This is an optimization exercise on Yosys and OpenROAD, whose aim is small area, not a production implementation.
Function was checked by simulation only, so behaviour that the tests miss may differ from the original.
No driver is modelled on the clock port, so clock power and skew are understated where the tree is cut down; a real chip needs a root buffer or a tree.
Power and IR drop assume default switching activity.

==> module top_motor, before the edit <==
module top_motor(
    input i_clk, i_reset,
    input [2:0] i_button,
    output o_pwm,
    output [3:0] o_Led,
    output [7:0] o_font,
    output o_position
    );
    reg [6:0] r_div;
    wire w_tick = (r_div == 7'd99);    
    wire w_c13  = (r_div == 7'd62);    
    wire w_c26  = (r_div == 7'd102);   
    wire w_c39  = (r_div == 7'd60);    
    wire w_c49  = (r_div == 7'd67);    
    wire w_c89  = (r_div == 7'd93);    
    always @(posedge i_clk or posedge i_reset) begin
        if (i_reset) r_div <= 7'd12;
        else r_div <= {r_div[5:0], r_div[6] ^ r_div[0] ^ w_tick};
    end
    reg [49:1] r_ring_hi;
    reg r_ring_lo;
    wire [49:0] r_ring = {r_ring_hi, r_ring_lo};
    reg [2:1] r_state;    
    wire [2:0] w_state = {r_state, r_ring[0]};
    reg r_diff2;          
    reg r_carry;          
    reg r_clear;          
    reg [1:0] r_act;
    reg [3:0] r_level;    
    reg r_pwm;
    wire w_init = r_pwm & ~r_level[3];
    wire w_full = r_ring[46] & r_ring[42] & r_ring[41] & r_ring[40] & r_ring[37];           
    wire w_wrap = &{r_ring[49:47], r_ring[44:40]};                                          
    wire w_step = w_tick ? (i_button[0] ^ w_state[0]) :
                  w_c13  ? r_act[1] :
                  r_diff2;
    wire w_start_n = w_tick | w_c13 | w_c26;
    wire w_clear = w_start_n ? (w_step & w_full) :
                   w_c39 ? w_wrap :
                   w_c49 ? 1'b0 : r_clear;
    wire w_carry = w_start_n ? (w_step & ~w_full) :
                   w_c39 ? ~w_wrap :
                   w_c49 ? 1'b0 : r_carry;
    wire w_head_run = ~w_clear & (r_ring[49] ^ w_carry);
    wire w_head = (w_init & ~w_tick) ? w_c89 : w_head_run;
    wire [2:0] w_flip = {w_c26, w_c13, w_tick} & {3{w_start_n & w_step & w_full}};
    wire [2:0] w_release = w_flip & w_state;
    reg [3:0] w_next_level;
    always @(*) begin
        case (r_act)
            2'd1: w_next_level = {1'b1, r_level[3:1]};
            2'd2: w_next_level = {r_level[2:0], 1'b0};
            2'd3: w_next_level = 4'b0000;
            default: w_next_level = r_level;
        endcase
    end
    wire [9:0] w_q = {r_ring[1], r_ring[2], r_ring[3], r_ring[4], r_ring[5],
                      r_ring[6], r_ring[7], r_ring[8], r_ring[9], r_ring[10]};
    wire w_pwm_next = (w_next_level[3] & (w_q < 10'd300)) | (w_next_level[2] & (w_q < 10'd600)) |
                      (w_next_level[1] & (w_q < 10'd800)) | (w_next_level[0] & (w_q != 10'd999));
    always @(posedge i_clk or posedge i_reset) begin
        if (i_reset) begin
            r_ring_lo <= 1'b0;
            r_state <= 2'b00;
            r_act <= 2'd0;
            r_level <= 4'b0000;
            r_pwm <= 1'b1;
        end
        else begin
            r_ring_lo <= w_head;
            r_state <= r_state ^ w_flip[2:1];
            if (w_tick) begin
                r_act <= {i_button[1] ^ r_state[1], w_release[0]};
                r_level <= w_next_level;
                r_pwm <= w_pwm_next;
            end
            else if (w_c13) r_act[1] <= ~r_act[0] & w_release[1];
            else if (r_act == 2'd0 && w_release[2]) r_act <= 2'd3;
        end
    end
    always @(posedge i_clk) begin
        r_ring_hi <= {r_ring[48:1], r_ring[0] ^ w_flip[0]};
        r_carry <= w_carry & r_ring[49];
        r_clear <= w_clear;
        if (w_tick) r_diff2 <= i_button[2] ^ r_state[2];
    end
    wire t1 = r_level[3], t2 = r_level[2], t3 = r_level[1], t4 = r_level[0];
    wire l1 = t1 & ~t2;
    assign o_pwm = r_pwm & r_level[3];
    assign o_Led = r_level;
    assign o_font = {1'b1, ~t2, t1 & ~t4, l1 | t3, l1 | t4, t2 & ~t3, 1'b0, l1 | t4} | {8{i_reset}};
    assign o_position = 1'b0;
endmodule
==> flow/config.mk <==
export PLATFORM = sky130hd
export DESIGN_NAME = top_motor
export DESIGN_NICKNAME = top_motor
export VERILOG_FILES = /design/flow/design.v
export SDC_FILE = /design/flow/constraint.sdc
export NUM_CORES = 4
export LEC_CHECK = 0
export CAP_MARGIN = 20
export CORE_MARGIN = 2
export CORE_UTILIZATION = 45
export PLACE_DENSITY = 0.8
export SLEW_MARGIN = 20
==> flow/constraint.sdc <==
create_clock -name core_clock -period 10.0 [get_ports {i_clk}]
set_input_delay 2.0000 -clock core_clock [delete_from_list [all_inputs] [get_ports {i_clk}]]
set_output_delay 2.0000 -clock core_clock [all_outputs]
set_load 0.01 [all_outputs]
standard.sh (not shown) runs the stock make flow with config.mk's settings and CLKGATE_MAP_FILE= SYNTH_SCRIPT=/design/flow/synth_recipe.tcl, a recipe that flattens the netlist after the stock synthesis.
==> flow/flow/run.sh <==
#!/bin/bash
# Own layout flow: the standard ORFS flow with four changes:
#  - synthesis maps the logic with an area-oriented ABC script (flow/abc.script)
#    instead of ORFS's speed script; the rest of the synthesis is unchanged;
#  - port buffers are the smallest buffer cell;
#  - the clock tree is a balanced two-level tree built by flow/clock_tree.tcl
#    (two clkbuf_16 leaf buffers under one clkbuf_2 root) in place of
#    TritonCTS's H-tree; the rest of ORFS's CTS step (timing repair,
#    detailed placement) runs as usual.
# Every make run writes its full output to a log file in the work folder.
set -euo pipefail
W=$PWD
rm -rf "$W/scripts_area" "$W/scripts_cts"
cp -r "$FLOW_HOME/scripts" "$W/scripts_area"
cp "$W/flow/abc.script" "$W/scripts_area/abc_speed.script"
cp -r "$FLOW_HOME/scripts" "$W/scripts_cts"
python3 - "$W/scripts_cts/cts.tcl" "$W/flow/clock_tree.tcl" <<'PY'
import sys
path, tree = sys.argv[1], sys.argv[2]
t = open(path).read()
old = "log_cmd clock_tree_synthesis {*}$cts_args\n"
assert old in t
t = t.replace(old, "source %s\nbuild_tree 2 sky130_fd_sc_hd__clkbuf_16 sky130_fd_sc_hd__clkbuf_2\nset_propagated_clock [all_clocks]\n" % tree)
open(path, "w").write(t)
PY

bash standard.sh synth SCRIPTS_DIR="$W/scripts_area" > "$W/log_1_synth.txt" 2>&1
bash standard.sh floorplan place \
  BUFFER_PORTS_ARGS="-buffer_cell sky130_fd_sc_hd__buf_1" > "$W/log_2_place.txt" 2>&1
bash standard.sh cts SCRIPTS_DIR="$W/scripts_cts" > "$W/log_3_cts.txt" 2>&1
bash standard.sh finish > "$W/log_4_finish.txt" 2>&1
Other scripts of this flow, unchanged in this note and not shown: flow/flow/abc.script, flow/flow/clock_tree.tcl
==> next run, changes <==
--- a/flow/design.v
+++ b/flow/design.v
@@ -21,18 +21,18 @@
     reg r_ring_lo;
     wire [49:0] r_ring = {r_ring_hi, r_ring_lo};
+    reg r_init;           
     reg [2:1] r_state;    
     wire [2:0] w_state = {r_state, r_ring[0]};
-    reg r_diff2;          
+    reg [2:1] r_diff;     
     reg r_carry;          
     reg r_clear;          
-    reg [1:0] r_act;
+    reg [1:0] r_act;      
     reg [3:0] r_level;    
     reg r_pwm;
-    wire w_init = r_pwm & ~r_level[3];
     wire w_full = r_ring[46] & r_ring[42] & r_ring[41] & r_ring[40] & r_ring[37];           
     wire w_wrap = &{r_ring[49:47], r_ring[44:40]};                                          
     wire w_step = w_tick ? (i_button[0] ^ w_state[0]) :
-                  w_c13  ? r_act[1] :
-                  r_diff2;
+                  w_c13  ? r_diff[1] :
+                  r_diff[2];
     wire w_start_n = w_tick | w_c13 | w_c26;
     wire w_clear = w_start_n ? (w_step & w_full) :
@@ -43,5 +43,5 @@
                    w_c49 ? 1'b0 : r_carry;
     wire w_head_run = ~w_clear & (r_ring[49] ^ w_carry);
-    wire w_head = (w_init & ~w_tick) ? w_c89 : w_head_run;
+    wire w_head = (r_init & ~w_tick) ? w_c89 : w_head_run;
     wire [2:0] w_flip = {w_c26, w_c13, w_tick} & {3{w_start_n & w_step & w_full}};
     wire [2:0] w_release = w_flip & w_state;
@@ -62,8 +62,9 @@
         if (i_reset) begin
             r_ring_lo <= 1'b0;
+            r_init <= 1'b1;
             r_state <= 2'b00;
             r_act <= 2'd0;
             r_level <= 4'b0000;
-            r_pwm <= 1'b1;
+            r_pwm <= 1'b0;
         end
         else begin
@@ -71,10 +72,13 @@
             r_state <= r_state ^ w_flip[2:1];
             if (w_tick) begin
-                r_act <= {i_button[1] ^ r_state[1], w_release[0]};
+                r_init <= 1'b0;
+                r_act <= w_release[0] ? 2'd1 : 2'd0;
                 r_level <= w_next_level;
                 r_pwm <= w_pwm_next;
             end
-            else if (w_c13) r_act[1] <= ~r_act[0] & w_release[1];
-            else if (r_act == 2'd0 && w_release[2]) r_act <= 2'd3;
+            else if (r_act == 2'd0) begin
+                if (w_release[1]) r_act <= 2'd2;
+                else if (w_release[2]) r_act <= 2'd3;
+            end
         end
     end
@@ -83,9 +87,9 @@
         r_carry <= w_carry & r_ring[49];
         r_clear <= w_clear;
-        if (w_tick) r_diff2 <= i_button[2] ^ r_state[2];
+        if (w_tick) r_diff <= i_button[2:1] ^ r_state;
     end
     wire t1 = r_level[3], t2 = r_level[2], t3 = r_level[1], t4 = r_level[0];
     wire l1 = t1 & ~t2;
-    assign o_pwm = r_pwm & r_level[3];
+    assign o_pwm = r_pwm;
     assign o_Led = r_level;
     assign o_font = {1'b1, ~t2, t1 & ~t4, l1 | t3, l1 | t4, t2 & ~t3, 1'b0, l1 | t4} | {8{i_reset}};
Effect:
- via count climbs slightly
- synthesized area climbs slightly
- maximum frequency climbs by a few percent
- wire length hardly moves
- design area climbs slightly
- hold slack gets better by 3.3 ps
- sequential power climbs by a few percent
- worst setup slack gets better by 250 ps
No run of this note takes its clock network from TritonCTS; it comes from the design's own scripts or RTL.

## what the ideal ports hide
The flow's constraints put no driver on any port. The routed layouts listed below were extracted and timed again, unchanged, in two steps. Step 1, drivers: a clkbuf_16 drives i_clk and a buf_2 each remaining input, both assumed. Step 2 also shifts input and output timing later by t, the mid clock arrival at the registers, as if the neighbouring blocks saw the same clock. Slacks: no drivers / after step 1 / after step 2; pairs: no drivers / after step 1.
run | shift t [ns] | setup WS [ns] | pins driven straight from the clock port
the first run | 0.377 | 4.672 / 4.648 / 4.648 | 1
the second run | 0.378 | 4.924 / 4.901 / 4.901 | 1
After both steps setup and hold are still met in every run listed. The setup slack of the first run, which loses most, moves by -0.024 ns with the drivers and by -0.024 ns with both steps.
